Context: an optimization exercise on an open-source flow, tuned for small area, a short achievable clock period and few clock cycles per item. The choices shown serve that exercise and are no tape-out recipe. In this exercise RTL edits were held to simulation tests only and were not proved equivalent to the original.

$ cat design/flow/run.sh
#!/bin/bash
# synth_recipe.tcl (not shown) runs the flow's synth.tcl, then flattens the netlist and writes it again
# the make line also repeats each setting of config.mk as NAME=value (left out here)
make -C /OpenROAD-flow-scripts/flow DESIGN_CONFIG=/design/flow/config.mk WORK_HOME=/design/flow/orfs CLKGATE_MAP_FILE= SYNTH_SCRIPT=/design/flow/synth_recipe.tcl finish
$ cat design/flow/config.mk
export PLATFORM = sky130hd
export DESIGN_NAME = polar_decoder
export DESIGN_NICKNAME = polar_decoder
export VERILOG_FILES = /design/flow/design.v
export SDC_FILE = /design/flow/constraint.sdc
export NUM_CORES = 8
export LEC_CHECK = 0
export CAP_MARGIN = 20
export CORE_MARGIN = 2
export CORE_UTILIZATION = 40
export CTS_CLUSTER_DIAMETER = 100
export CTS_CLUSTER_SIZE = 20
export SETUP_SLACK_MARGIN = 5
export SLEW_MARGIN = 20
$ cat design/flow/constraint.sdc
create_clock -name core_clock -period 12.0 [get_ports {clk}]
set_input_delay 2.4000 -clock core_clock [delete_from_list [all_inputs] [get_ports {clk}]]
set_output_delay 2.4000 -clock core_clock [all_outputs]
set_load 0.01 [all_outputs]
$ cat design/flow/design.v
module reliability_LUT(
    input   [6:0]   K,
    output  [127:0] fz,
    output  [31:0]  r0_4,
    output  [15:0]  r0_8,
    output  [7:0]   r0_16,
    output  [3:0]   r0_32,
    output  [1:0]   r0_64,
    output  [15:0]  r1_8,
    output  [7:0]   r1_16,
    output  [3:0]   r1_32
);
    wire [128:1] lt;
    genvar c;
    generate for (c = 1; c <= 128; c = c + 1) begin: g_lt
        assign lt[c] = ({1'b0, K} < c);
    end endgenerate
    assign fz[0] = lt[128];
    assign fz[1] = lt[127];
    assign fz[2] = lt[126];
    assign fz[3] = lt[124];
    assign fz[4] = lt[120];
    assign fz[5] = lt[112];
    assign fz[6] = lt[96];
    assign fz[7] = lt[125];
    assign fz[8] = lt[123];
    assign fz[9] = lt[64];
    assign fz[10] = lt[119];
    assign fz[11] = lt[122];
    assign fz[12] = lt[111];
    assign fz[13] = lt[118];
    assign fz[14] = lt[110];
    assign fz[15] = lt[116];
    assign fz[16] = lt[95];
    assign fz[17] = lt[63];
    assign fz[18] = lt[108];
    assign fz[19] = lt[94];
    assign fz[20] = lt[104];
    assign fz[21] = lt[92];
    assign fz[22] = lt[121];
    assign fz[23] = lt[62];
    assign fz[24] = lt[117];
    assign fz[25] = lt[88];
    assign fz[26] = lt[60];
    assign fz[27] = lt[109];
    assign fz[28] = lt[115];
    assign fz[29] = lt[80];
    assign fz[30] = lt[114];
    assign fz[31] = lt[56];
    assign fz[32] = lt[107];
    assign fz[33] = lt[93];
    assign fz[34] = lt[102];
    assign fz[35] = lt[48];
    assign fz[36] = lt[91];
    assign fz[37] = lt[103];
    assign fz[38] = lt[106];
    assign fz[39] = lt[90];
    assign fz[40] = lt[32];
    assign fz[41] = lt[61];
    assign fz[42] = lt[87];
    assign fz[43] = lt[100];
    assign fz[44] = lt[59];
    assign fz[45] = lt[86];
    assign fz[46] = lt[79];
    assign fz[47] = lt[54];
    assign fz[48] = lt[58];
    assign fz[49] = lt[84];
    assign fz[50] = lt[47];
    assign fz[51] = lt[78];
    assign fz[52] = lt[55];
    assign fz[53] = lt[113];
    assign fz[54] = lt[76];
    assign fz[55] = lt[105];
    assign fz[56] = lt[52];
    assign fz[57] = lt[46];
    assign fz[58] = lt[72];
    assign fz[59] = lt[101];
    assign fz[60] = lt[31];
    assign fz[61] = lt[89];
    assign fz[62] = lt[44];
    assign fz[63] = lt[99];
    assign fz[64] = lt[85];
    assign fz[65] = lt[30];
    assign fz[66] = lt[40];
    assign fz[67] = lt[98];
    assign fz[68] = lt[57];
    assign fz[69] = lt[83];
    assign fz[70] = lt[28];
    assign fz[71] = lt[77];
    assign fz[72] = lt[82];
    assign fz[73] = lt[53];
    assign fz[74] = lt[24];
    assign fz[75] = lt[75];
    assign fz[76] = lt[51];
    assign fz[77] = lt[74];
    assign fz[78] = lt[45];
    assign fz[79] = lt[71];
    assign fz[80] = lt[16];
    assign fz[81] = lt[50];
    assign fz[82] = lt[43];
    assign fz[83] = lt[70];
    assign fz[84] = lt[29];
    assign fz[85] = lt[42];
    assign fz[86] = lt[68];
    assign fz[87] = lt[39];
    assign fz[88] = lt[27];
    assign fz[89] = lt[97];
    assign fz[90] = lt[38];
    assign fz[91] = lt[26];
    assign fz[92] = lt[23];
    assign fz[93] = lt[36];
    assign fz[94] = lt[81];
    assign fz[95] = lt[22];
    assign fz[96] = lt[73];
    assign fz[97] = lt[15];
    assign fz[98] = lt[49];
    assign fz[99] = lt[20];
    assign fz[100] = lt[69];
    assign fz[101] = lt[14];
    assign fz[102] = lt[41];
    assign fz[103] = lt[12];
    assign fz[104] = lt[67];
    assign fz[105] = lt[37];
    assign fz[106] = lt[8];
    assign fz[107] = lt[66];
    assign fz[108] = lt[25];
    assign fz[109] = lt[35];
    assign fz[110] = lt[21];
    assign fz[111] = lt[34];
    assign fz[112] = lt[19];
    assign fz[113] = lt[13];
    assign fz[114] = lt[18];
    assign fz[115] = lt[11];
    assign fz[116] = lt[10];
    assign fz[117] = lt[7];
    assign fz[118] = lt[6];
    assign fz[119] = lt[65];
    assign fz[120] = lt[4];
    assign fz[121] = lt[33];
    assign fz[122] = lt[17];
    assign fz[123] = lt[9];
    assign fz[124] = lt[5];
    assign fz[125] = lt[3];
    assign fz[126] = lt[2];
    assign fz[127] = lt[1];
    assign r0_4[0] = lt[124];
    assign r0_4[1] = lt[96];
    assign r0_4[2] = lt[64];
    assign r0_4[3] = lt[110];
    assign r0_4[4] = lt[63];
    assign r0_4[5] = lt[62];
    assign r0_4[6] = lt[60];
    assign r0_4[7] = lt[56];
    assign r0_4[8] = lt[48];
    assign r0_4[9] = lt[90];
    assign r0_4[10] = lt[32];
    assign r0_4[11] = lt[54];
    assign r0_4[12] = lt[47];
    assign r0_4[13] = lt[55];
    assign r0_4[14] = lt[46];
    assign r0_4[15] = lt[31];
    assign r0_4[16] = lt[30];
    assign r0_4[17] = lt[28];
    assign r0_4[18] = lt[24];
    assign r0_4[19] = lt[45];
    assign r0_4[20] = lt[16];
    assign r0_4[21] = lt[29];
    assign r0_4[22] = lt[26];
    assign r0_4[23] = lt[22];
    assign r0_4[24] = lt[15];
    assign r0_4[25] = lt[12];
    assign r0_4[26] = lt[8];
    assign r0_4[27] = lt[21];
    assign r0_4[28] = lt[11];
    assign r0_4[29] = lt[6];
    assign r0_4[30] = lt[4];
    assign r0_4[31] = lt[1];
    assign r0_8[0] = lt[96];
    assign r0_8[1] = lt[64];
    assign r0_8[2] = lt[62];
    assign r0_8[3] = lt[56];
    assign r0_8[4] = lt[48];
    assign r0_8[5] = lt[32];
    assign r0_8[6] = lt[47];
    assign r0_8[7] = lt[31];
    assign r0_8[8] = lt[28];
    assign r0_8[9] = lt[24];
    assign r0_8[10] = lt[16];
    assign r0_8[11] = lt[22];
    assign r0_8[12] = lt[12];
    assign r0_8[13] = lt[8];
    assign r0_8[14] = lt[6];
    assign r0_8[15] = lt[1];
    assign r0_16[0] = lt[64];
    assign r0_16[1] = lt[56];
    assign r0_16[2] = lt[32];
    assign r0_16[3] = lt[31];
    assign r0_16[4] = lt[24];
    assign r0_16[5] = lt[16];
    assign r0_16[6] = lt[8];
    assign r0_16[7] = lt[1];
    assign r0_32[0] = lt[56];
    assign r0_32[1] = lt[31];
    assign r0_32[2] = lt[16];
    assign r0_32[3] = lt[1];
    assign r0_64[0] = lt[31];
    assign r0_64[1] = lt[1];
    assign r1_8[0] = ~lt[128];
    assign r1_8[1] = ~lt[123];
    assign r1_8[2] = ~lt[121];
    assign r1_8[3] = ~lt[117];
    assign r1_8[4] = ~lt[107];
    assign r1_8[5] = ~lt[100];
    assign r1_8[6] = ~lt[113];
    assign r1_8[7] = ~lt[101];
    assign r1_8[8] = ~lt[98];
    assign r1_8[9] = ~lt[82];
    assign r1_8[10] = ~lt[70];
    assign r1_8[11] = ~lt[97];
    assign r1_8[12] = ~lt[73];
    assign r1_8[13] = ~lt[67];
    assign r1_8[14] = ~lt[65];
    assign r1_8[15] = ~lt[33];
    assign r1_16[0] = ~lt[128];
    assign r1_16[1] = ~lt[121];
    assign r1_16[2] = ~lt[107];
    assign r1_16[3] = ~lt[113];
    assign r1_16[4] = ~lt[98];
    assign r1_16[5] = ~lt[97];
    assign r1_16[6] = ~lt[73];
    assign r1_16[7] = ~lt[65];
    assign r1_32[0] = ~lt[128];
    assign r1_32[1] = ~lt[113];
    assign r1_32[2] = ~lt[98];
    assign r1_32[3] = ~lt[73];
endmodule
module pe #(parameter W = 14) (
    input  signed [W-1:0] a,
    input  signed [W-1:0] b,
    input                 g,       
    input                 u,
    input                 na,      
    input                 nb,      
    output signed [W:0]   z,
    output                nz,      
    output                sS,      
    output                sD,      
    output                nzo,     
    output                zS,      
    output                zD       
);
    wire signed [W:0] S = a + b;
    wire signed [W:0] D = b - a;
    wire sa = a[W-1];
    wire sb = b[W-1];
    wire sel = (sa == sb) ? (D[W] ^ ~sa) : (S[W] ^ sa);
    wire signed [W:0] ax = a;
    wire signed [W:0] bx = b;
    wire sp = u ^ na ^ nb;
    assign z  = g ? (sp ? D : S) : (sel ? ax : bx);
    assign nz = g ? nb : ((sel ? sb : sa) ^ na ^ nb);
    assign sS = S[W];
    assign sD = D[W];
    wire [W:0] ax1 = ax, bx1 = bx;
    wire sz = ((ax1 ^ bx1) == {(ax1[W-1:0] | bx1[W-1:0]), 1'b0});
    wire dz = (a == b);
    assign nzo = g ? ~(sp ? dz : sz) : (|a & |b);
    assign zS = sz;
    assign zD = dz;
endmodule
module polar_decoder (
    input           clk,
    input           rst_n,
    input           module_en,
    output          proc_done,
    output  [ 10:0] raddr,
    input   [191:0] rdata,
    output  [  5:0] waddr,
    output  [139:0] wdata
);
    integer i, j;
    genvar gi;
    localparam ST_IDLE = 3'd0, ST_P1 = 3'd1, ST_PZ = 3'd2, ST_TOP = 3'd3,
               ST_TREE = 3'd4, ST_CWZ = 3'd5, ST_KF = 3'd6, ST_DONE = 3'd7;
    reg [2:0]  st;
    reg [6:0]  K, Kn, P;
    reg        knv, kf2, pcap;
    reg [5:0]  p;
    reg [10:0] cwbase;       
    reg [1:0]  q;
    reg [3:0]  ts;
    reg [2:0]  lv;
    reg [2:0]  pos;
    reg        actg;
    reg [1:0]  lstep;
    reg [1:0]  blr, ul;
    reg [10:0] raddr_r;
    reg [5:0]  waddr_r;
    reg        wd_clr, cwd1, dn1;
    reg [5:0]  p_d;
    reg        done;
    reg [126:0] wd;
    reg [6:0]  dec_idx;
    assign raddr = raddr_r;
    assign waddr = waddr_r;
    assign wdata = {13'd0, wd};
    assign proc_done = done;
    reg [191:0] hold;
    reg signed [13:0] B5 [0:31];
    reg signed [14:0] B4 [0:15];
    reg signed [15:0] B3 [0:7];
    reg signed [16:0] B2 [0:3];
    reg [3:0] nz2r;
    reg [31:0] F5;
    reg [15:0] F4;
    reg [7:0]  F3;
    reg [3:0]  F2;
    reg [3:0]  PS4;
    reg [7:0]  PS8;
    reg [15:0] PS16;
    reg [31:0] PS32;
    reg [63:0] PS64;
    reg        pv, pvo, pr1;
    reg [2:0]  pfs;
    reg [1:0]  pchunk;
    reg [3:0]  praw;
    reg [3:0]  pfz, pcomb, pmask;
    reg [4:0]  pw;
    wire [3:0]  PS4e;
    wire [7:0]  PS8e;
    wire [15:0] PS16e;
    wire [63:0] PS64e;
    wire [127:0] fz;
    wire [31:0]  r0_4;
    wire [15:0]  r0_8, r1_8;
    wire [7:0]   r0_16;
    wire [3:0]   r0_32;
    wire [1:0]   r0_64;
    wire [7:0]   r1_16;
    wire [3:0]   r1_32;
    reliability_LUT lut (.K(K), .fz(fz), .r0_4(r0_4), .r0_8(r0_8), .r0_16(r0_16),
                         .r0_32(r0_32), .r0_64(r0_64), .r1_8(r1_8), .r1_16(r1_16), .r1_32(r1_32));
    wire [6:0] Kx = (st == ST_KF) ? rdata[16:10] : Kn;
    wire [127:0] fzx_unused;
    wire [31:0]  r0x_4;
    wire [15:0]  r0x_8, r1x_8;
    wire [7:0]   r0x_16;
    wire [3:0]   r0x_32;
    wire [1:0]   r0x_64;
    wire [7:0]   r1x_16;
    wire [3:0]   r1x_32;
    reliability_LUT lutx (.K(Kx), .fz(fzx_unused), .r0_4(r0x_4), .r0_8(r0x_8), .r0_16(r0x_16),
                          .r0_32(r0x_32), .r0_64(r0x_64), .r1_8(r1x_8), .r1_16(r1x_16), .r1_32(r1x_32));
    wire [1:0] firstq_x = !r0x_32[0] ? 2'd0 : !r0x_32[1] ? 2'd1 : !r0x_32[2] ? 2'd2 : 2'd3;
    wire       zero_x   = (Kx == 7'd0);
    wire [1:0] firstq   = !r0_32[0] ? 2'd0 : !r0_32[1] ? 2'd1 : !r0_32[2] ? 2'd2 : 2'd3;
    reg [31:0] s_fz;
    reg [7:0]  s_r0_4;
    reg [3:0]  s_r0_8, s_r1_8;
    reg [1:0]  s_r0_16, s_r1_16;
    reg        s_r1_32;
    always @(posedge clk) begin
        if (st == ST_TOP && ts == 4'd2) begin
            s_fz    <= fz[{q, 5'd0} +: 32];
            s_r0_4  <= r0_4[{q, 3'd0} +: 8];
            s_r0_8  <= r0_8[{q, 2'd0} +: 4];
            s_r1_8  <= r1_8[{q, 2'd0} +: 4];
            s_r0_16 <= r0_16[{q, 1'd0} +: 2];
            s_r1_16 <= r1_16[{q, 1'd0} +: 2];
            s_r1_32 <= r1_32[q];
        end
    end
    reg  [3:0] fzq;                     
    wire in_top  = (st == ST_TOP);
    wire in_tree = (st == ST_TREE);
    reg m_topa, m_topb, m_l5, m_l4, m_l3, m_l2;
    reg s_b5lo, s_b4lo;        
    reg we5a, we5b, we4;
    reg r0left;
    always @* begin
        case (lv)
        3'd5: r0left = s_r0_16[0];
        3'd4: r0left = s_r0_8[{pos[2], 1'b0}];
        default: r0left = s_r0_4[{pos[2:1], 1'b0}];
        endcase
    end
    wire tree_g = actg | r0left;              
    wire tree_u_en = actg & ~r0left;
    reg [1:0] topk;
    always @* begin
        case (ts)
        4'd2: topk = 2'd2;
        4'd4: topk = 2'd0;
        4'd6: topk = 2'd3;
        default: topk = 2'd1;
        endcase
    end
    wire signed [18:0] pz [0:15];
    wire ps_S [0:15];
    wire ps_D [0:15];
    wire [15:0] pnz, ps_zS, ps_zD, pzf;
    generate for (gi = 0; gi < 16; gi = gi + 1) begin: g_pe
        localparam W = (gi < 6) ? 17 : (gi < 8) ? 15 : 14;
        localparam LX = (gi == 0) ? 0 : (gi == 1) ? 1 : (gi == 2) ? 0 : (gi == 3) ? 0 : 2;
        localparam LY = (gi == 0) ? 2 : (gi == 1) ? 3 : (gi == 2) ? 1 : (gi == 3) ? 3 : (gi == 4) ? 1 : 3;
        localparam [3:0] GI = gi;
        reg signed [W-1:0] a, b;
        reg gg, uu;
        wire signed [W-1:0] h2 = $signed(hold[12*gi +: 12]);
        wire signed [W-1:0] h1 = $signed(rdata[12*gi +: 12]);
        wire [W-1:0] b5hi = B5[16 + gi];
        wire [W-1:0] b5lo = B5[gi];
        wire [W-1:0] b4lo = B4[gi];
        reg af, bf;
        wire tg = m_topa ? q[1] : m_topb ? q[0] : (tree_g & ~m_l2);
        wire tu = (m_topa & q[1] & ~r0_64[0] & PS64e[{topk, GI}]) |
                  (m_topb & q[0] & ~r0_32[{q[1], 1'b0}] & PS32[{ts[3], GI}]) |
                  (tree_u_en & ((m_l5 & PS16e[gi]) | (m_l4 & PS8e[gi & 7]) | (m_l3 & PS4e[gi & 3])));
        if (gi >= 8) begin: c5
            always @* begin
                af = (s_b4lo & F4[gi]) | (m_l5 & F5[16 + gi]);
                bf = s_b5lo & F5[gi];
                a = ({W{m_topa}} & h2) | ({W{m_topb}} & b4lo) | ({W{m_l5}} & b5hi);
                b = ({W{m_topa}} & h1) | ({W{s_b5lo}} & b5lo);
            end
        end else if (gi >= 6) begin: c4
            wire [W-1:0] b4hi = B4[8 + gi];
            always @* begin
                af = (s_b4lo & F4[gi]) | (m_l5 & F5[16 + gi]);
                bf = (s_b5lo & F5[gi]) | (m_l4 & F4[8 + gi]);
                a = ({W{m_topa}} & h2) | ({W{s_b4lo}} & b4lo) | ({W{m_l5}} & b5hi);
                b = ({W{m_topa}} & h1) | ({W{s_b5lo}} & b5lo) | ({W{m_l4}} & b4hi);
            end
        end else if (gi >= 4) begin: c4l
            wire [W-1:0] b4hi = B4[8 + gi];
            wire [W-1:0] b2lo = B2[LX];
            wire [W-1:0] b2hi = B2[LY];
            always @* begin
                af = (s_b4lo & F4[gi]) | (m_l5 & F5[16 + gi]) | (m_l2 & F2[LX]);
                bf = (s_b5lo & F5[gi]) | (m_l4 & F4[8 + gi]) | (m_l2 & F2[LY]);
                a = ({W{m_topa}} & h2) | ({W{s_b4lo}} & b4lo) | ({W{m_l5}} & b5hi) | ({W{m_l2}} & b2lo);
                b = ({W{m_topa}} & h1) | ({W{s_b5lo}} & b5lo) | ({W{m_l4}} & b4hi) | ({W{m_l2}} & b2hi);
            end
        end else if (gi >= 2) begin: c3
            wire [W-1:0] b4hi = B4[8 + gi];
            wire [W-1:0] b3lo = B3[gi];
            wire [W-1:0] b3hi = B3[4 + gi];
            wire [W-1:0] b2lo = B2[LX];
            wire [W-1:0] b2hi = B2[LY];
            always @* begin
                af = (s_b4lo & F4[gi]) | (m_l5 & F5[16 + gi]) | (m_l3 & F3[gi]) | (m_l2 & F2[LX]);
                bf = (s_b5lo & F5[gi]) | (m_l4 & F4[8 + gi]) | (m_l3 & F3[4 + gi]) | (m_l2 & F2[LY]);
                a = ({W{m_topa}} & h2) | ({W{s_b4lo}} & b4lo) | ({W{m_l5}} & b5hi) | ({W{m_l3}} & b3lo) | ({W{m_l2}} & b2lo);
                b = ({W{m_topa}} & h1) | ({W{s_b5lo}} & b5lo) | ({W{m_l4}} & b4hi) | ({W{m_l3}} & b3hi) | ({W{m_l2}} & b2hi);
            end
        end else begin: c2
            wire [W-1:0] b4hi = B4[8 + gi];
            wire [W-1:0] b3lo = B3[gi];
            wire [W-1:0] b3hi = B3[4 + gi];
            wire [W-1:0] b2lo = B2[LX];
            wire [W-1:0] b2hi = B2[LY];
            always @* begin
                af = (s_b4lo & F4[gi]) | (m_l5 & F5[16 + gi]) | (m_l3 & F3[gi]) | (m_l2 & F2[LX]);
                bf = (s_b5lo & F5[gi]) | (m_l4 & F4[8 + gi]) | (m_l3 & F3[4 + gi]) | (m_l2 & F2[LY]);
                a = ({W{m_topa}} & h2) | ({W{s_b4lo}} & b4lo) | ({W{m_l5}} & b5hi) | ({W{m_l3}} & b3lo) | ({W{m_l2}} & b2lo);
                b = ({W{m_topa}} & h1) | ({W{s_b5lo}} & b5lo) | ({W{m_l4}} & b4hi) | ({W{m_l3}} & b3hi) | ({W{m_l2}} & b2hi);
            end
        end
        always @* begin
            gg = tg; uu = tu;
        end
        wire signed [W:0] z;
        pe #(.W(W)) u_pe (.a(a), .b(b), .g(gg), .u(uu), .na(af), .nb(bf), .z(z), .nz(pzf[gi]), .sS(ps_S[gi]), .sD(ps_D[gi]), .nzo(pnz[gi]), .zS(ps_zS[gi]), .zD(ps_zD[gi]));
        assign pz[gi] = z;
    end endgenerate
    wire [3:0] sgn2, es2, nz2;
    generate for (gi = 0; gi < 4; gi = gi + 1) begin: g_l2
        assign sgn2[gi] = B2[gi][16];
        assign es2[gi]  = B2[gi][16] ^ F2[gi];
        assign nz2[gi]  = nz2r[gi];
    end endgenerate
    wire caseL = fzq[0] & ~fzq[1];
    wire caseR = fzq[2] & ~fzq[3];
    function gtf(input sx, input sy, input sS, input sD, input zS, input zD);
        gtf = (!sx && !sy) ? sD : (sx && sy) ? (!sD && !zD) : (!sx && sy) ? (!sS && !zS) : sS;
    endfunction
    function ltf(input sx, input sy, input sS, input sD, input zS, input zD);
        ltf = (!sx && !sy) ? (!sD && !zD) : (sx && sy) ? sD : (!sx && sy) ? sS : (!sS && !zS);
    endfunction
    function srf(input bl, input fx, input fy, input sS, input sD, input zS, input zD);
        srf = ((bl ^ fx ^ fy) ? (sD & ~zD) : (sS & ~zS)) ^ (fy & ~((bl ^ fx ^ fy) ? zD : zS));
    endfunction
    wire gt01 = gtf(sgn2[0], sgn2[1], ps_S[2], ps_D[2], ps_zS[2], ps_zD[2]);
    wire gt10 = ltf(sgn2[0], sgn2[1], ps_S[2], ps_D[2], ps_zS[2], ps_zD[2]);
    wire gt03 = gtf(sgn2[0], sgn2[3], ps_S[3], ps_D[3], ps_zS[3], ps_zD[3]);
    wire gt30 = ltf(sgn2[0], sgn2[3], ps_S[3], ps_D[3], ps_zS[3], ps_zD[3]);
    wire gt21 = gtf(sgn2[2], sgn2[1], ps_S[4], ps_D[4], ps_zS[4], ps_zD[4]);
    wire gt12 = ltf(sgn2[2], sgn2[1], ps_S[4], ps_D[4], ps_zS[4], ps_zD[4]);
    wire gt23 = gtf(sgn2[2], sgn2[3], ps_S[5], ps_D[5], ps_zS[5], ps_zD[5]);
    wire gt32 = ltf(sgn2[2], sgn2[3], ps_S[5], ps_D[5], ps_zS[5], ps_zD[5]);
    wire G01 = (gt01 | gt03) & (gt21 | gt23);
    wire G10 = (gt10 | gt12) & (gt30 | gt32);
    wire sl0 = (es2[0] ^ es2[2]) & nz2[0] & nz2[2];
    wire sl1 = (es2[1] ^ es2[3]) & nz2[1] & nz2[3];
    wire lu0 = ~fzq[0] & (sl0 ^ sl1);
    wire sumL = (sl0 & sl1) | (sl0 & ~sl1 & G01) | (~sl0 & sl1 & G10);
    wire lu1 = ~fzq[1] & (fzq[0] ? sumL : sl1);
    wire lbl0 = lu0 ^ lu1;
    wire lbl1 = lu1;
    wire lu1x = ~fzq[0] & ~fzq[1] & sl1;
    wire bl0x = lu0 ^ lu1x;
    wire sr0_0 = srf(1'b0, F2[0], F2[2], ps_S[0], ps_D[0], ps_zS[0], ps_zD[0]);
    wire sr0_1 = srf(1'b1, F2[0], F2[2], ps_S[0], ps_D[0], ps_zS[0], ps_zD[0]);
    wire sr1_0 = srf(1'b0, F2[1], F2[3], ps_S[1], ps_D[1], ps_zS[1], ps_zD[1]);
    wire sr1_1 = srf(1'b1, F2[1], F2[3], ps_S[1], ps_D[1], ps_zS[1], ps_zD[1]);
    wire sr0 = bl0x ? sr0_1 : sr0_0;
    wire sr1 = lu1x ? sr1_1 : sr1_0;
    wire sr1L = sumL ? sr1_1 : sr1_0;
    wire lu2 = ~fzq[2] & (caseL ? (sumL ? (sr0_1 ^ sr1_1) : (sr0_0 ^ sr1_0)) : (sr0 ^ sr1));
    wire n0 = ((lstep == 2'd2) ? blr[0] : bl0x) ^ F2[0];
    wire n1 = ((lstep == 2'd2) ? blr[1] : lu1x) ^ F2[1];
    wire n2 = F2[2];
    wire n3 = F2[3];
    wire [18:0] x0 = {{2{B2[0][16]}}, B2[0]} ^ {19{n0}};
    wire [18:0] x1 = {{2{B2[1][16]}}, B2[1]} ^ {19{n1}};
    wire [18:0] x2 = {{2{B2[2][16]}}, B2[2]} ^ {19{n2}};
    wire [18:0] x3 = {{2{B2[3][16]}}, B2[3]} ^ {19{n3}};
    wire [18:0] cs1s = x0 ^ x2 ^ x3;
    wire [18:0] cs1c = {(x0[17:0] & x2[17:0]) | (x0[17:0] & x3[17:0]) | (x2[17:0] & x3[17:0]), n0};
    wire [18:0] cs2s = cs1s ^ cs1c ^ x1;
    wire [18:0] cs2c = {(cs1s[17:0] & cs1c[17:0]) | (cs1s[17:0] & x1[17:0]) | (cs1c[17:0] & x1[17:0]), n1};
    wire [18:0] k23  = {17'd0, n2 & n3, n2 ^ n3};
    wire [18:0] cs3s = cs2s ^ cs2c ^ k23;
    wire [18:0] cs3c = {(cs2s[17:0] & cs2c[17:0]) | (cs2s[17:0] & k23[17:0]) | (cs2c[17:0] & k23[17:0]), 1'b0};
    wire [18:0] sum4 = cs3s + cs3c;
    wire lu3 = ~fzq[3] & (fzq[2] ? sum4[18] : (caseL ? sr1L : sr1));
    wire [7:0] sgn3;
    wire nozero3;
    reg  [7:0] nz3;
    generate for (gi = 0; gi < 8; gi = gi + 1) begin: g_l3
        assign sgn3[gi] = B3[gi][15] ^ F3[gi];
        always @* nz3[gi] = |B3[gi];
    end endgenerate
    assign nozero3 = &nz3;
    wire [15:0] sgn4;
    wire [31:0] sgn5;
    reg  [15:0] nz4;
    reg  [31:0] nz5;
    generate for (gi = 0; gi < 16; gi = gi + 1) begin: g_l4
        assign sgn4[gi] = B4[gi][14] ^ F4[gi];
        always @* nz4[gi] = |B4[gi];
    end endgenerate
    generate for (gi = 0; gi < 32; gi = gi + 1) begin: g_l5
        assign sgn5[gi] = B5[(gi + 16) % 32][13] ^ F5[(gi + 16) % 32];
        always @* nz5[gi] = |B5[gi];
    end endgenerate
    wire r1ok3 = m_l3 & ~actg & s_r1_8[pos[2:1]] & nozero3;
    wire r1ok4 = m_l4 & ~actg & s_r1_16[pos[2]] & (&nz4);
    wire r1ok5 = m_l5 & ~actg & s_r1_32 & (&nz5);
    wire r1ok = r1ok3 | r1ok4 | r1ok5;
    wire r1last = (lv == 3'd3) | ((lv == 3'd4) & (lstep == 2'd1)) | ((lv == 3'd5) & (lstep == 2'd3));
    wire [3:0] moreq = {1'b0, ~r0_32[3], ~(r0_32[3] & r0_32[2]), ~(r0_32[3] & r0_32[2] & r0_32[1])};
    wire [10:0] nxb = cwbase + 11'd33;      
    wire        nbn = ~moreq[q];              
    reg [2:0]  st_n;
    reg [6:0]  K_n, Kn_n, P_n;
    reg        knv_n, kf2_n, pcap_n;
    reg [5:0]  p_n;
    reg [10:0] cwbase_n;
    reg [1:0]  rsel;          
    reg        rabs;
    reg [5:0]  roff;
    reg [1:0]  q_n;
    reg [3:0]  ts_n;
    reg [2:0]  lv_n, pos_n;
    reg        actg_n;
    reg [1:0]  lstep_n, blr_n, ul_n;
    reg        wd_clr_n, done_n, cwd1_n, dn1_n;
    reg        fin;           
    reg [2:0]  fs;            
    reg [3:0]  leafu;         
    reg        oute;          
    reg        sym;               
    reg        alt, alt_n;        
    reg [3:0]  ccomb, cmask;  
    reg [4:0]  cw;            
    reg        cw_done;
    reg        go;
    reg [2:0]  k;
    always @* begin
        st_n = st; K_n = K; Kn_n = Kn; P_n = P; knv_n = knv; kf2_n = 1'b0; pcap_n = 1'b0;
        p_n = p; cwbase_n = cwbase; rsel = 2'd0; rabs = 1'b0; roff = 6'd0; q_n = q; ts_n = ts;
        lv_n = lv; pos_n = pos; actg_n = actg; lstep_n = lstep; blr_n = blr; ul_n = ul;
        alt_n = ~alt;
        wd_clr_n = cwd1; cwd1_n = 1'b0; dn1_n = dn1; done_n = 1'b0;
        fin = 1'b0; fs = 3'd2; leafu = 4'd0;
        oute = 1'b0; ccomb = 0; cmask = 0; cw = 0;
        cw_done = 1'b0; go = 1'b0; sym = 1'b0;
        case (st)
        ST_IDLE: begin
            rsel = 2'd1; rabs = 1'b1;
            if (module_en && !done) begin
                K_n = rdata[16:10];
                p_n = 6'd0;
                cwbase_n = 11'd2;
                knv_n = 1'b0;
                wd_clr_n = 1'b1;
                rsel = 2'd1; rabs = 1'b0;
                st_n = ST_P1;
            end
        end
        ST_P1: begin
            if (K == 7'd0) begin
                st_n = ST_PZ;
            end else begin
                st_n = ST_TOP; ts_n = 4'd0; q_n = firstq;
                begin rsel = 2'd2; roff = 6'd2; end
                pcap_n = 1'b1;
            end
        end
        ST_PZ: begin
            P_n = rdata[6:0];
            st_n = ST_CWZ;
        end
        ST_CWZ: begin
            cw_done = 1'b1;
        end
        ST_KF: begin
            if (kf2) begin
                K_n = rdata[16:10];
                if (zero_x) st_n = ST_CWZ;
                else begin
                    st_n = ST_TOP; ts_n = 4'd0; q_n = firstq_x;
                    begin rsel = 2'd2; roff = 6'd2; end
                end
            end else kf2_n = 1'b1;
        end
        ST_TOP: begin
            if (pcap) P_n = rdata[6:0];
            ts_n = ts + 4'd1;
            case (ts)
            4'd0: begin rsel = 2'd2; roff = 6'd6; end
            4'd1: begin rsel = 2'd2; roff = 6'd0; end
            4'd2: begin rsel = 2'd2; roff = 6'd4; end
            4'd3: begin rsel = 2'd2; roff = 6'd3; end
            4'd4: begin rsel = 2'd2; roff = 6'd7; end
            4'd5: begin rsel = 2'd2; roff = 6'd1; end
            4'd6: begin rsel = 2'd2; roff = 6'd5; end
            4'd7: begin rsel = 2'd2; roff = 6'd32; end     
            default: ;
            endcase
            if (ts == 4'd9) begin
                Kn_n = rdata[16:10];
                knv_n = 1'b1;
            end
            if (ts == 4'd9) begin
                rsel = {1'b1, nbn}; roff = 6'd2; alt_n = 1'b0;
                st_n = ST_TREE; lv_n = 3'd5; pos_n = 3'd0; actg_n = 1'b0; lstep_n = 2'd0;
            end
        end
        ST_TREE: begin
            rsel = {1'b1, nbn}; roff = alt ? 6'd2 : 6'd6;
            if (lv == 3'd2) begin
                case (lstep)
                2'd0: begin
                    if (caseL && caseR) begin
                        ul_n = {lu1, lu0};
                        blr_n = {lbl1, lbl0};
                        lstep_n = 2'd2;
                    end else begin
                        fin = 1'b1; fs = 3'd2;
                        leafu = {lu3, lu2, lu1, lu0};
                    end
                end
                default: begin
                    fin = 1'b1; fs = 3'd2;
                    leafu = {lu3, 1'b0, ul[1], ul[0]};
                end
                endcase
            end else if (r1ok) begin
                oute = 1'b1;
                if (r1last) begin
                    fin = 1'b1; fs = lv;
                end else begin
                    lstep_n = lstep + 2'd1;
                end
            end else begin
                lv_n = lv - 3'd1;
                actg_n = 1'b0;
                lstep_n = 2'd0;
                if (tree_g) begin
                    case (lv)
                    3'd5: pos_n = pos + 3'd4;
                    3'd4: pos_n = pos + 3'd2;
                    default: pos_n = pos + 3'd1;
                    endcase
                end
            end
        end
        ST_DONE: begin
            dn1_n = 1'b1;
            if (dn1) begin
                done_n = 1'b1;
                st_n = ST_IDLE;
                dn1_n = 1'b0;
            end
            rsel = 2'd1; rabs = 1'b1;
        end
        default: st_n = ST_IDLE;
        endcase
        if (fin) begin
            lstep_n = 2'd0;
        end
        if (fin && fs == 3'd2) oute = 1'b1;
        cmask = {~r0_32[{q[1], 1'b0}], ~s_r0_16[0], ~s_r0_8[{pos[2], 1'b0}], ~s_r0_4[{pos[2:1], 1'b0}]};
        go = fin & (fs == 3'd2);
        if (go) begin
            if (pos[0]) begin
                ccomb[0] = 1'b1;
            end else if (!s_r0_4[{pos[2:1], 1'b1}]) begin
                cw[0] = 1'b1; go = 1'b0;
                lv_n = 3'd3; pos_n = {pos[2:1], 1'b0}; actg_n = 1'b1;
            end
        end
        go = go | (fin & (fs == 3'd3));
        if (go) begin
            if (pos[1]) begin
                ccomb[1] = 1'b1;
            end else if (!s_r0_8[{pos[2], 1'b1}]) begin
                cw[1] = 1'b1; go = 1'b0;
                lv_n = 3'd4; pos_n = {pos[2], 2'b00}; actg_n = 1'b1;
            end
        end
        go = go | (fin & (fs == 3'd4));
        if (go) begin
            if (pos[2]) begin
                ccomb[2] = 1'b1;
            end else if (!s_r0_16[1]) begin
                cw[2] = 1'b1; go = 1'b0;
                lv_n = 3'd5; pos_n = 3'd0; actg_n = 1'b1;
            end
        end
        go = go | (fin & (fs == 3'd5));
        if (go) begin
            if (q[0]) begin
                ccomb[3] = 1'b1;
            end else if (!r0_32[{q[1], 1'b1}]) begin
                cw[3] = 1'b1; go = 1'b0;
                sym = ~q[1] | r0_64[0];
                st_n = ST_TOP; ts_n = (alt | sym) ? 4'd2 : 4'd1; q_n = {q[1], 1'b1};
                begin rsel = 2'd2; roff = (alt | sym) ? 6'd0 : 6'd6; end
            end
        end
        if (go) begin
            if (!q[1] && !r0_64[1]) begin
                cw[4] = 1'b1; go = 1'b0;
                sym = r0_64[0];
                st_n = ST_TOP; ts_n = (alt | sym) ? 4'd2 : 4'd1; q_n = r0_32[2] ? 2'd3 : 2'd2;
                begin rsel = 2'd2; roff = (alt | sym) ? 6'd0 : 6'd6; end
            end else begin
                cw_done = 1'b1;
            end
        end
        if (cw_done) begin
            if (p == P - 7'd1) begin
                st_n = ST_DONE;
            end else begin
                p_n = p + 6'd1;
                cwbase_n = nxb;
                cwd1_n = 1'b1;
                knv_n = 1'b0;
                if (knv) begin
                    K_n = Kn;
                    if (zero_x) st_n = ST_CWZ;
                    else begin
                        sym = 1'b1;
                        st_n = ST_TOP; ts_n = (st == ST_TREE) ? ((alt | sym) ? 4'd2 : 4'd1) : 4'd0; q_n = firstq_x;
                        begin rsel = 2'd3; roff = (st == ST_TREE) ? ((alt | sym) ? 6'd0 : 6'd6) : 6'd2; end
                    end
                end else begin
                    st_n = ST_KF;
                    begin rsel = 2'd2; roff = 6'd32; end
                end
            end
        end
    end
    wire [10:0] raddr_n = (rsel == 2'd0) ? raddr_r : (rsel == 2'd1) ? {10'd0, rabs} :
                          ((rsel[0] ? nxb : cwbase) + {5'd0, roff});
    wire [3:0] fzq_n = s_fz[{pos_n, 2'b00} +: 4];
    always @(posedge clk or negedge rst_n) begin
        if (!rst_n) begin
            alt <= 1'b0; fzq <= 4'd0;
            st <= ST_IDLE; K <= 0; Kn <= 0; P <= 0; knv <= 0; kf2 <= 0; pcap <= 0;
            p <= 0; cwbase <= 0; raddr_r <= 11'd1; q <= 0; ts <= 0;
            lv <= 0; pos <= 0; actg <= 0; lstep <= 0; blr <= 0; ul <= 0;
            wd_clr <= 0; done <= 0; waddr_r <= 0; cwd1 <= 0; dn1 <= 0; p_d <= 0;
            pv <= 0; pvo <= 0;
        end else begin
            st <= st_n; K <= K_n; Kn <= Kn_n; P <= P_n; knv <= knv_n; kf2 <= kf2_n; pcap <= pcap_n;
            p <= p_n; cwbase <= cwbase_n; raddr_r <= raddr_n; q <= q_n; ts <= ts_n;
            lv <= lv_n; pos <= pos_n; actg <= actg_n; lstep <= lstep_n; blr <= blr_n; ul <= ul_n;
            wd_clr <= wd_clr_n; done <= done_n; cwd1 <= cwd1_n; dn1 <= dn1_n;
            p_d <= p; waddr_r <= p_d; alt <= alt_n; fzq <= fzq_n;
            pv <= fin; pvo <= oute;
        end
    end
    wire tn = (st_n == ST_TOP);
    wire rn = (st_n == ST_TREE);
    always @(posedge clk) begin
        begin
            m_topa <= tn & ((ts_n == 4'd2) | (ts_n == 4'd4) | (ts_n == 4'd6) | (ts_n == 4'd8));
            m_topb <= tn & ((ts_n == 4'd5) | (ts_n == 4'd9));
            s_b5lo <= (tn & ((ts_n == 4'd5) | (ts_n == 4'd9))) | (rn & (lv_n == 3'd5));
            s_b4lo <= (tn & ((ts_n == 4'd5) | (ts_n == 4'd9))) | (rn & (lv_n == 3'd4));
            m_l5   <= rn & (lv_n == 3'd5);
            m_l4   <= rn & (lv_n == 3'd4);
            m_l3   <= rn & (lv_n == 3'd3);
            m_l2   <= rn & (lv_n == 3'd2);
            we5a   <= tn & ((ts_n == 4'd2) | (ts_n == 4'd6) | (ts_n == 4'd9));
            we5b   <= tn & (ts_n == 4'd5);
            we4    <= (tn & ((ts_n == 4'd4) | (ts_n == 4'd8))) | (rn & (lv_n == 3'd5));
        end
    end
    always @(posedge clk) begin
        pfs <= lv; pr1 <= (lv != 3'd2); pchunk <= lstep;
        praw <= leafu; pfz <= fzq;
        pcomb <= ccomb; pmask <= cmask; pw <= cw & {5{fin}};
    end
    wire        pwv = pv;
    reg  [7:0] X;
    always @* begin
        case (pfs)
        3'd3: X = sgn3;
        3'd4: X = pchunk[0] ? sgn4[15:8] : (sgn4[7:0] ^ sgn4[15:8]);
        default: begin
            case (pchunk)
            2'd0: X = sgn5[7:0] ^ sgn5[15:8] ^ sgn5[23:16] ^ sgn5[31:24];
            2'd1: X = sgn5[15:8] ^ sgn5[31:24];
            2'd2: X = sgn5[23:16] ^ sgn5[31:24];
            default: X = sgn5[31:24];
            endcase
        end
        endcase
    end
    reg  [7:0] pbt;
    reg  [7:0] poutc;
    reg  [3:0] poutn;
    reg  [2:0] kk;
    always @* begin
        pbt = pr1 ? X : {4'd0, praw};
        for (i = 0; i < 8; i = i + 1) if ((i & 1) == 0) pbt[i] = pbt[i] ^ pbt[i+1];
        for (i = 0; i < 8; i = i + 1) if ((i & 2) == 0) pbt[i] = pbt[i] ^ pbt[i+2];
        for (i = 0; i < 8; i = i + 1) if ((i & 4) == 0) pbt[i] = pbt[i] ^ pbt[i+4];
        poutc = 8'd0;
        if (pr1) begin
            poutc = pbt;
            poutn = 4'd8;
        end else begin
            kk = 3'd0;
            for (i = 0; i < 4; i = i + 1) begin
                if (!pfz[i]) begin
                    poutc[kk] = praw[i];
                    kk = kk + 3'd1;
                end
            end
            poutn = {1'b0, kk};
        end
    end
    wire [3:0]  pb4  = {praw[3], praw[2] ^ praw[3], praw[1] ^ praw[3], praw[0] ^ praw[1] ^ praw[2] ^ praw[3]};
    wire [7:0]  pb8  = (pfs == 3'd3) ? sgn3 : pcomb[0] ? {pb4, (PS4 & {4{pmask[0]}}) ^ pb4} : {4'd0, pb4};
    wire [15:0] pb16 = (pfs == 3'd4) ? sgn4 : pcomb[1] ? {pb8, (PS8 & {8{pmask[1]}}) ^ pb8} : {8'd0, pb8};
    wire [31:0] pb32 = (pfs == 3'd5) ? sgn5 : pcomb[2] ? {pb16, (PS16 & {16{pmask[2]}}) ^ pb16} : {16'd0, pb16};
    wire [63:0] pb64 = pcomb[3] ? {pb32, (PS32 & {32{pmask[3]}}) ^ pb32} : {32'd0, pb32};
    wire w4  = pwv & pw[0];
    wire w8  = pwv & pw[1];
    wire w16 = pwv & pw[2];
    wire w32 = pwv & pw[3];
    wire w64 = pwv & pw[4];
    assign PS4e  = w4  ? pb4  : PS4;
    assign PS8e  = w8  ? pb8  : PS8;
    assign PS16e = w16 ? pb16 : PS16;
    assign PS64e = w64 ? pb64 : PS64;
    wire [15:0] win = {8'd0, poutc} << dec_idx[2:0];
    wire [15:0] blk = 16'd1 << dec_idx[6:3];
    reg  [126:0] wd_n;
    always @* begin
        for (i = 0; i < 127; i = i + 1) begin
            wd_n[i] = wd[i] | (blk[i / 8] & win[i % 8]);
            if (i >= 8) wd_n[i] = wd_n[i] | (blk[i / 8 - 1] & win[8 + i % 8]);
        end
    end
    always @(posedge clk) begin
        if (wd_clr) begin
            wd <= 0;
            dec_idx <= 0;
        end else if (pvo) begin
            wd <= wd_n;
            dec_idx <= dec_idx + poutn;
        end
    end
    always @(posedge clk) begin
        hold  <= rdata;
        if (w4)  PS4  <= pb4;
        if (w8)  PS8  <= pb8;
        if (w16) PS16 <= pb16;
        if (w32) PS32 <= pb32;
        if (w64) PS64 <= pb64;
        for (i = 0; i < 16; i = i + 1) begin
            if (we5a) begin B5[i] <= pz[i][13:0]; F5[i] <= pzf[i]; end
            if (we5b) begin B5[16+i] <= pz[i][13:0]; F5[16+i] <= pzf[i]; end
            if (we4)  begin B4[i] <= pz[i][14:0]; F4[i] <= pzf[i]; end
        end
        for (i = 0; i < 8; i = i + 1)
            if (m_l4) begin B3[i] <= pz[i][15:0]; F3[i] <= pzf[i]; end
        for (i = 0; i < 4; i = i + 1)
            if (m_l3) begin
                B2[i] <= pz[i][16:0];
                F2[i] <= pzf[i];
                nz2r[i] <= pnz[i];
            end
    end
endmodule
==> run_results.csv, run 1 <==
group,metric,value,unit
synthesis,synth_edf_count,1029,
global_route,grt_pass1_vias,80811,
synthesis,syn-instance-count,10317,
layout,finalNetCount,11300,
clock_tree,clkSinkCount,1581,
clock_tree,cts_buffers,99,
synthesis,synth.top_cells.by_count,"1029 x edfxtp_1, 998 x nand2_1, 763 x a21oi_1, 737 x nor2_1, 732 x inv_1",
floorplan,start_util,40.3,%
hold_path,holdPathEnd,"waddr_r[4]",
placement,portBuffers,339,
detailed_routing,dr.pass1.iters,9,
run_status,status,"complete, no violations",
floorplan,die_width,502,µm
synthesis,avgSynthCellArea,9.62,µm²
worst_setup_path,cp-start-kind,"primary input",
clock_tree,tritoncts,"yes",
clock_tree,clkTransAtPathRegs,0.09,ns
sta,slew_viol_final,0,
sta,setup_viol,0,
floorplan,io_pins,353,
synthesis,yosysMostFrequentCell,"edfxtp_1",
synthesis,async_flop_share,6.07,%
clock_tree,htree_levels,3,
placement,globalplace.congestion,1.01,
worst_setup_path,path_max_fanout,5,
floorplan,die_area,0.252,mm²
sta,setup_tns,0,ns
detailed_routing,drt_iter0_markers,11879,
sta,finalCritPeriodShare,58.2,%
sta,hold_violations,0,
global_route,track_usage,31.5,%
floorplan,die_y,502,µm
global_route,grt_max_degree,142,
hold_path,hold_depth,0,
detailed_routing,route.final.wire_length,412000,µm
clock_tree,clk_latency,0.81,ns
layout,fin_cells,13790,
global_route,overflow,0,
synthesis,yosysSeqAreaShare,42.7,%
floorplan,core.rowCount,182,
placement,dp.cells,13561,
synthesis,yosysWarnings,9,
synthesis,ys.flop_type,"edfxtp_1",
sta,fin_skew,0.0498,ns
global_route,grt_first_pass_wirelength,583000,µm
worst_setup_path,arrival,7.49,ns
worst_setup_path,worstPathRequired,12.50,ns
worst_setup_path,criticalPathCategory,"in -> reg",
worst_setup_path,rrSetupSlack,5.07,ns
synthesis,synth_top_area_cell,"edfxtp_1",
detailed_routing,drc_errors,0,
synthesis,synth_area_leaders,"edfxtp_1 31%, dfxtp_1 9.2%, ha_1 8.4%, a21oi_1 3.8%, nand2_1 3.8%",
clock_tree,clk_path_buf_depth,3,
clock_tree,cts-root-buf,"clkbuf_16",
global_route,antenna_found_initial,56,
worst_setup_path,cp-startpoint,"rdata[25]",
synthesis,synth-seq-cells,1581,
worst_setup_path,rr_worst_depth,19,
worst_setup_path,reg2reg_to,"F4[2]",
floorplan,core,0.246,mm²
sta,worst_slew_pin_slew,1.27,ns
synthesis,ys_types,116,
sta,fmax,0.143,GHz
placement,hpwl,313000,µm
worst_setup_path,r2r-start,"m_l4",
detailed_routing,wl_per_cell,29.9,µm
synthesis,syn_area,0.0993,mm²
worst_setup_path,endpoint_kind,"register",
detailed_routing,ant_nets,0,
clock_tree,holdBufCountCts,0,
detailed_routing,via_count,85895,
synthesis,synth.top_cell.area_share,31.1,%
layout,drive_gt1_share,5.68,%
detailed_routing,routed_via_density,6.23,
hold_path,min_from,"p_d[4]",
hold_path,worstHoldPathType,"reg -> reg",
job,maxCapViolations,0,
layout,syn_to_final_growth,10.9,%
sta,slew-limit-headroom,14.9,%
sta,min_period,6.99,ns
sta,grt_setup_unrepaired,"true",
-- sequential cells by signal (all words and copies together) (netlist names), 64 cells and up --
name / cells
B2: 68
B3: 128
B4: 240
B5: 448
PS64: 64
hold: 192
wd: 127
-- how the worst max path moves through the flow --
stage                         end  slack [ns]
final                       F4[2]        5.01
after floorplan           praw[3]        5.35
after global placement    praw[2]        3.40
after global routing      praw[3]        4.90
after detailed placement  praw[2]        3.65
after CTS                 praw[3]        4.77
-- area by class of cell --
class / instances / area [µm²]
Timing Repair Buffer: 521 / 4950
Clock buffer: 146 / 2730
Multi-Input combinational cell: 7433 / 52500
Sequential cell: 1581 / 42500
Inverter: 735 / 2760
Clock inverter: 38 / 437
Fill cell: 23568 / 136000
Antenna cell: 24 / 60.1
Tap cell: 3312 / 4140
-- metal layers --
metal  routed length, µm  vias to the layer above  GRT usage [%]  share of wire (%)
met3               45000                      776           7.83                 11
met4               22400                       36           14.6                5.4
li1                    -                    37866              -                  -
met1              167000                    42337           42.3                 41
met2              177000                     4880           47.4                 43
met5                 450                        -          0.579               0.11
-- critical path, cell delays in order --
cell,delay (ns)
clkdlybuf4s50_1,0.66
nand2_1,0.11
and4_1,0.29
ha_1,0.38
a21o_1,0.19
a21oi_1,0.21
o21a_1,0.18
o21ba_2,0.18
o21ai_0,0.20
a31oi_1,0.44
o21ai_0,0.22
a211oi_1,0.29
o211ai_1,0.16
buf_4,0.20
a21oi_2,0.41
xor2_1,0.21
nand2_1,0.09
xnor2_1,0.67
-- cells by family after synthesis --
family | count (synthesis) | synth area share, %
fa+ha+maj | 748 | 9.93
simple gates | 2827 | 13.2
mux | 382 | 4.08
compound gates | 2829 | 19.1
xor+xnor | 632 | 5.84
flops | 1581 | 42.7
buf+inv | 1317 | 5.12
other cells | 1 | 0.00378
-- per-stage QoR --
stage	instance area [µm²]	utilization [%]	setup slack [ns]	hold slack [ns]
2_1_floorplan	99300	-	5.35	0.331
3_3_place_gp	106000	43.1	3.40	0.338
3_5_place_dp	106000	43.1	3.65	0.336
4_1_cts	110000	44.5	4.77	0.348
5_1_grt	110000	44.7	4.90	0.360
6_report	110000	44.7	5.01	0.345
-- repair_timing --
| item | in CTS | in global routing |
|---|---|---|
| gates cloned | 2 | 0 |
| gates resized for setup | 22 | 62 |
| pin swaps | 4 | 7 |
| buffers inserted | 11 | 7 |
| setup endpoints to repair | 142 | 399 |
-- cells in the final DEF, fill, tap and decap left out, types with 44 or more instances in the layout --
master and instances:
inv_1 731, nor4_1 246, edfxtp_1 1029, o31ai_1 44, a22oi_1 275, o21bai_1 140
a21o_1 112, xor2_1 196, or3_1 46, a21oi_1 743, xnor2_1 393, clkdlybuf4s50_1 335
clkbuf_16 102, nor2_1 733, o22ai_1 75, fa_1 71, nand3_1 215, o21ai_0 500
ha_1 659, and2_1 56, buf_4 164, mux2i_1 306, a222oi_1 172, nand2_1 996
nand4_1 138, a31oi_1 72, nor2b_1 60, nor3_1 118, mux2_2 60, dfxtp_1 445
dfrtp_1 94, a22o_1 108, a221oi_1 87, a211oi_1 52, nand2b_1 74, o211ai_1 89
Testbench counts, summed over its fixed seeds: cycles 60,770, packets 864.
==> inputs of run 2 (changes only) <==
==> design/flow/flow/run.sh (new file) <==
#!/bin/bash
set -euo pipefail
export SETUP_SLACK_MARGIN=6
bash standard.sh > standard.log 2>&1
==> design/flow/standard.sh (new file) <==
#!/bin/bash
# synth_recipe.tcl (not shown) runs the flow's synth.tcl, then flattens the netlist and writes it again
# the make line also repeats each setting of config.mk as NAME=value (left out here)
make -C /OpenROAD-flow-scripts/flow DESIGN_CONFIG=/design/flow/config.mk WORK_HOME=/design/flow/orfs CLKGATE_MAP_FILE= SYNTH_SCRIPT=/design/flow/synth_recipe.tcl "${@:-finish}"
--- a/design/flow/config.mk
+++ b/design/flow/config.mk
@@ -11,4 +11,3 @@
 export CTS_CLUSTER_DIAMETER = 100
 export CTS_CLUSTER_SIZE = 20
-export SETUP_SLACK_MARGIN = 5
 export SLEW_MARGIN = 20
removed: design/flow/run.sh
==> run 2 against run 1 <==
The layout now fails its checks (max-slew violations). Global-route usage grew 0.33 points. Register-to-register slack gained 0.67 ns. Count of clock-buffer cells in the layout grew 11. Final area grew 3.4%. Highest routed layer unchanged.
==> run_results.csv, run 2 <==
group,metric,value,unit
run_status,status,"complete, but fails checks",
run_status,so_faults,"max-slew violations",
worst_setup_path,arrival,7.12,ns
synthesis,syn_area,0.0993,mm²
job,maxCapViolations,0,
synthesis,async_flop_share,6.07,%
synthesis,synth-seq-cells,1581,
hold_path,hold_depth,0,
floorplan,core.rowCount,182,
detailed_routing,ant_nets,0,
sta,worst_slew_pin_slew,1.66,ns
synthesis,yosysSeqAreaShare,42.7,%
layout,final_common_cell,"edfxtp_1",
synthesis,avgSynthCellArea,9.62,µm²
sta,setup_tns,0,ns
sta,slew_viol_final,5,
detailed_routing,wl_per_cell,30.0,µm
worst_setup_path,crit_chain,"clkdlybuf4s50_1 -> a22oi_2 -> nand3_2 -> ha_4 -> a21oi_1 -> o31a_1 -> a211oi_2 -> nor3_1 -> a21oi_2 -> a21oi_1 -> o221a_2 -> a2111oi_4 -> a211oi_2 -> a31oi_4 -> mux2_4 -> a2111oi_4",
worst_setup_path,path_max_fanout,6,
detailed_routing,routed_via_density,6.25,
floorplan,die_y,502,µm
synthesis,synth.top_cell.area_share,31.1,%
global_route,track_usage,31.8,%
global_route,antenna_found_initial,56,
worst_setup_path,rr_worst_depth,26,
sta,hold_violations,0,
synthesis,synth_area_leaders,"edfxtp_1 31%, dfxtp_1 9.2%, ha_1 8.4%, a21oi_1 3.8%, nand2_1 3.8%",
hold_path,min_from,"p_d[4]",
worst_setup_path,endpoint_kind,"register",
sta,fmax,0.156,GHz
global_route,grt_first_pass_wirelength,587000,µm
sta,grt_setup_unrepaired,"true",
floorplan,core,0.246,mm²
synthesis,synth_fa_ha_area_share,9.93,%
synthesis,synth_top_area_cell,"edfxtp_1",
detailed_routing,via_count,87125,
worst_setup_path,slowest_delay,0.56,ns
placement,portBuffers,339,
layout,largest-register,"B5",
floorplan,die_area,0.252,mm²
synthesis,yosysMostFrequentCell,"edfxtp_1",
detailed_routing,dr.pass1.iters,10,
synthesis,synth.top_cells.by_count,"1029 x edfxtp_1, 998 x nand2_1, 763 x a21oi_1, 737 x nor2_1, 732 x inv_1",
synthesis,synth_top_family_by_area,"compound AO/OA/AOI/OAI gates",
layout,largest_reg_flops,448,
synthesis,yosys.area_share.simple,13.2,%
worst_setup_path,criticalPathCategory,"in -> reg",
detailed_routing,drt_iter0_markers,12223,
worst_setup_path,cp-start-kind,"primary input",
synthesis,yosys.area_share.xor_xnor,5.84,%
global_route,grt_pass1_vias,81592,
synthesis,ys.flop_type,"edfxtp_1",
worst_setup_path,worstPathRequired,12.69,ns
sta,fin_skew,0.0868,ns
worst_setup_path,crit_family,"compound AO/OA/AOI/OAI gates",
clock_tree,cts_buffers,97,
clock_tree,clkTransAtPathRegs,0.09,ns
global_route,grt_max_degree,112,
layout,reg.largest.list,"B5: 448 flops, B4: 240 flops, hold: 192 flops",
placement,dp.cells,13559,
sta,holdWs,0.354,ns
worst_setup_path,slowest_stage,"clkdlybuf4s50_1",
worst_setup_path,reg2reg_to,"praw[3]",
layout,finalNetCount,11449,
floorplan,start_util,40.3,%
layout,syn_to_final_growth,14.6,%
detailed_routing,drc_errors,0,
global_route,overflow,0,
synthesis,synthMuxAreaShare,4.08,%
clock_tree,clkSinkCount,1581,
synthesis,ys_types,116,
placement,hpwl,313000,µm
placement,dp_slack,3.96,ns
synthesis,synth-compound-area-share,19.1,%
floorplan,io_pins,353,
clock_tree,cts-root-buf,"clkbuf_16",
clock_tree,clk_latency,0.83,ns
hold_path,holdPathEnd,"waddr_r[4]",
worst_setup_path,rrSetupSlack,5.74,ns
placement,globalplace.congestion,1.05,
layout,regArea,0.0425,mm²
layout,layout_common_cells,"1029 x edfxtp_1, 986 x nand2_1, 731 x nor2_1",
layout,final_util,46.2,%
layout,drive_gt1_share,9.94,%
clock_tree,clk_path_buf_depth,3,
floorplan,die_width,502,µm
sta,finalCritPeriodShare,53.6,%
synthesis,syn-instance-count,10317,
layout,fin_cells,13942,
hold_path,worstHoldPathType,"reg -> reg",
worst_setup_path,path_buf_inv,1,
sta,setup_viol,0,
sta,worst_slack,5.57,ns
synthesis,yosysWarnings,9,
detailed_routing,route.final.wire_length,419000,µm
layout,multi_input_area,0.0549,mm²
clock_tree,tritoncts,"yes",
sta,slew-limit-headroom,-10.4,%
worst_setup_path,r2r-start,"B2[3][16]",
layout,nFillCells,23265,
sta,min_period,6.43,ns
synthesis,synth_edf_count,1029,
clock_tree,htree_levels,3,
## run 2: cell counts after synthesis
No cell type changed its count.
## run 2: worst register-to-register path: cells and delay by family, from the launching register on
| kind | cells | cell delay, ns |
|---|---|---|
| flops | 1 | 0.42 |
| compound gates | 9 | 2.14 |
| simple gates | 6 | 0.88 |
| fa+ha+maj | 3 | 0.98 |
| buf+inv | 3 | 0.68 |
| xor+xnor | 5 | 1.11 |
## run 2: kinds of logic (layout without fill, tap and decap cells)
| family | Yosys count | in the layout |
|---|---|---|
| AO/OA/AOI/OAI | 2829 | 2830 |
| XOR/XNOR | 632 | 641 |
| adder cells (fa/ha/maj) | 748 | 748 |
| buffers and inverters | 1317 | 1579 |
| flip-flops | 1581 | 1581 |
| multiplexers | 382 | 382 |
| other | 1 | 42 |
| AND/OR/NAND/NOR | 2827 | 2827 |
## run 2: what timing repair did
item                       in CTS  in global routing
setup endpoints to repair     928                929
hold endpoints to repair        0                  0
hold buffers                    0                  0
resized for setup             294                297
cloned                         10                  6
pin swaps                      69                138
buffers inserted               90                 64
## run 2: worst max-delay path by stage
stage / to / start / cells past startpoint
2_1_floorplan: praw[2] / rdata[37] / 17
3_3_place_gp: praw[2] / rdata[61] / 18
3_5_place_dp: praw[2] / rdata[61] / 18
4_1_cts: praw[3] / F2[3] / 29
5_1_grt: praw[2] / rdata[40] / 16
6_report: praw[2] / rdata[50] / 16
## run 2: cell type report
| type | count | share of cell area [%] |
|---|---|---|
| Clock buffer | 157 | 2.48 |
| Antenna cell | 29 | 0.0638 |
| Tap cell | 3312 | 3.64 |
| Clock inverter | 23 | 0.252 |
| Timing Repair Buffer | 664 | 5.56 |
| Sequential cell | 1581 | 37.3 |
| Multi-Input combinational cell | 7441 | 48.2 |
| Inverter | 735 | 2.43 |
## run 2: stage by stage
| step | cell area [µm²] |
|---|---|
| after floorplan | 99600 |
| after global placement | 106000 |
| after detailed placement | 106000 |
| after CTS | 112000 |
| after global routing | 114000 |
| final | 114000 |
## run 2: per-layer routing
metal / GRT usage [%] / routed length [µm]
met5: 0 / 722
met4: 16.4 / 26600
met3: 8.32 / 45300
met2: 48.8 / 182000
met1: 41.1 / 164000
==> inputs of run 3 (changes only) <==
==> design/flow/flow/run.sh (replaced) <==
#!/bin/bash
set -euo pipefail
export SETUP_SLACK_MARGIN=6.5
bash standard.sh > standard.log 2>&1
==> run 3 against run 2 <==
The run now finishes clean. Non-clock buffer count rose by 284. Worst hold slack is essentially flat. Synthesized cell count did not move. Cell count rose by 1.9%. Maximum frequency increased by 8.6%. Synthesized area stayed put. Worst setup slack better by 0.51 ns.
==> run_results.csv, run 3 <==
group,metric,value,unit
synthesis,syn-instance-count,10317,
sta,slew_viol_final,0,
detailed_routing,via_count,88701,
placement,portBuffers,339,
sta,grt_setup_unrepaired,"true",
job,maxCapViolations,0,
worst_setup_path,worstPathRequired,12.79,ns
placement,dp.cells,13554,
layout,reg.largest.list,"B5: 448 flops, B4: 240 flops, hold: 192 flops",
detailed_routing,drc_errors,0,
synthesis,synth_area_leaders,"edfxtp_1 31%, dfxtp_1 9.2%, ha_1 8.4%, a21oi_1 3.8%, nand2_1 3.8%",
synthesis,syn_area,0.0993,mm²
worst_setup_path,endpoint_kind,"register",
sta,worst_slack,6.08,ns
layout,fin_cells,14210,
worst_setup_path,rr_worst_depth,22,
floorplan,die_width,502,µm
global_route,grt_first_pass_wirelength,591000,µm
worst_setup_path,criticalPathCategory,"in -> reg",
synthesis,synth-seq-cells,1581,
sta,setup_viol,0,
sta,setup_tns,0,ns
synthesis,synth.top_cells.by_count,"1029 x edfxtp_1, 998 x nand2_1, 763 x a21oi_1, 737 x nor2_1, 732 x inv_1",
detailed_routing,dr.pass1.iters,9,
floorplan,start_util,40.3,%
global_route,grt_pass1_vias,82607,
hold_path,worstHoldPathType,"reg -> reg",
run_status,status,"complete, no violations",
clock_tree,cts-root-buf,"clkbuf_16",
floorplan,core.rowCount,182,
floorplan,io_pins,353,
global_route,antenna_found_initial,29,
global_route,overflow,0,
global_route,grt_max_degree,148,
layout,largest-register,"B5",
detailed_routing,ant_nets,0,
clock_tree,clkSinkCount,1581,
detailed_routing,route.final.wire_length,424000,µm
hold_path,hold_depth,0,
synthesis,async_flop_share,6.07,%
sta,slew-limit-headroom,18.0,%
floorplan,core,0.246,mm²
sta,min_period,5.92,ns
sta,holdWs,0.354,ns
synthesis,synth_edf_count,1029,
worst_setup_path,path_max_fanout,6,
clock_tree,clk_path_buf_depth,3,
placement,place_area,0.107,mm²
synthesis,synth.top_cell.area_share,31.1,%
sta,fin_skew,0.0698,ns
floorplan,die_y,502,µm
layout,largest_reg_flops,448,
detailed_routing,routed_via_density,6.24,
layout,syn_to_final_growth,20.8,%
detailed_routing,drt_iter0_markers,11905,
synthesis,ys_types,116,
sta,hold_violations,0,
layout,final_util,48.7,%
placement,dp_slack,4.05,ns
worst_setup_path,arrival,6.72,ns
layout,final_common_cell,"edfxtp_1",
sta,worst_slew_pin_slew,1.23,ns
clock_tree,cts_buffers,98,
detailed_routing,wl_per_cell,29.8,µm
clock_tree,clkTransAtPathRegs,0.09,ns
clock_tree,htree_levels,3,
synthesis,yosysWarnings,9,
placement,globalplace.congestion,1.01,
layout,final_area,0.120,mm²
worst_setup_path,cp-start-kind,"primary input",
global_route,track_usage,31.8,%
placement,hpwl,306000,µm
clock_tree,holdBufCountCts,0,
synthesis,yosysMostFrequentCell,"edfxtp_1",
floorplan,die_area,0.252,mm²
clock_tree,clk_latency,0.85,ns
layout,drive_gt1_share,16.9,%
synthesis,avgSynthCellArea,9.62,µm²
layout,finalNetCount,11734,
synthesis,ys.flop_type,"edfxtp_1",
synthesis,yosysSeqAreaShare,42.7,%
synthesis,synth_top_area_cell,"edfxtp_1",
layout,layout_common_cells,"1029 x edfxtp_1, 965 x nand2_1, 706 x inv_1",
sta,finalCritPeriodShare,49.4,%
clock_tree,tritoncts,"yes",
sta,fmax,0.169,GHz
==> run 3: cell types whose count changed in the layout (fill, tap and decap cells not counted), sizes merged, moves of 5 or more <==
cell	before	now
dlymetal6s2s	17	33
clkinv	12	17
diode	29	9
dlygate4sd2	15	26
clkbuf	165	190
buf	322	610
clkdlybuf4s50	300	236
==> run 3: final cells by class <==
cell class | count | area (µm²)
diodes | 9 | 22.5
clock buffers | 155 | 2760
clock inverters | 29 | 425
fillers | 22620 | 127000
inverters | 735 | 2780
multi-input cells | 7441 | 58100
flip-flops and latches | 1581 | 42500
well taps | 3312 | 4140
repair buffers | 948 | 9220
==> run 3: final timing paths <==
path,from,to,slack [ns]
max,rdata[47],praw[3],6.08
min,p_d[0],waddr_r[0],0.35
max reg2reg,m_l3,praw[3],6.09
min reg2reg,p_d[0],waddr_r[0],0.35
max in group asynchronous,rst_n,wd_clr,9.14
min in group asynchronous,rst_n,K[3],1.50
==> run 3: cell families after synthesis <==
family	after synthesis	synth area share (%)
AOI/OAI and AO/OA	2829	19.1
other	1	0.00378
buffers and inverters	1317	5.12
DFF	1581	42.7
xor gates and xnor gates	632	5.84
and+or+nand+nor	2827	13.2
adders and majority gates	748	9.93
muxes	382	4.08
==> run 3: critical path, cell delays in order <==
cell and delay (ns):
clkdlybuf4s50_1 0.47, nand2_1 0.11, nand4_1 0.15, a21oi_4 0.26
ha_4 0.26, or3_1 0.37, o41a_1 0.49, o211a_1 0.27
a21oi_2 0.17, nand2_1 0.09, mux4_2 0.54, a211oi_2 0.31
a31oi_4 0.06, buf_12 0.17, buf_6 0.11, o21ai_4 0.14
mux2i_1 0.21, o21a_1 0.13
==> run 3: per-layer routing <==
layer / vias to the layer above / track usage (%) / routed length, µm
met2: 5153 / 47.3 / 181000
met5: - / 0 / 96
met4: 14 / 17.2 / 28400
li1: 38728 / - / -
met3: 888 / 6.76 / 46400
met1: 43918 / 43.1 / 169000
==> run 3: repair_timing <==
action / CTS / global route
pin swaps: 268 / 410
setup endpoints to repair: 1043 / 1010
gates resized for setup: 682 / 707
buffers inserted: 227 / 198
hold endpoints to repair: 0 / 0
cloned: 22 / 10

[static timing again, ports no longer ideal]
Ports are ideal in the flow. The routed layouts listed here were re-timed in OpenROAD.
Step 1, drivers: a clkbuf_16 drives clk and a buf_2 each remaining input, both assumed.
Step 2 also shifts input and output timing later by t, the mid clock arrival at the registers, as if the neighbouring blocks saw the same clock.
a / b / c = no drivers / after step 1 / after step 2; a / b = the first two.
run	shift t [ns]	slack for setup (ns)	latest minus earliest clock arrival (ns)
run 1	0.881	5.011 / 5.072 / 4.198	0.050 / 0.051
run 2	0.889	5.570 / 5.652 / 4.763	0.087 / 0.087
run 3	0.908	6.077 / 6.089 / 5.204	0.071 / 0.071
For run 3, which loses most, drivers alone change the setup slack by +0.012 ns; drivers and shift together by -0.873 ns.
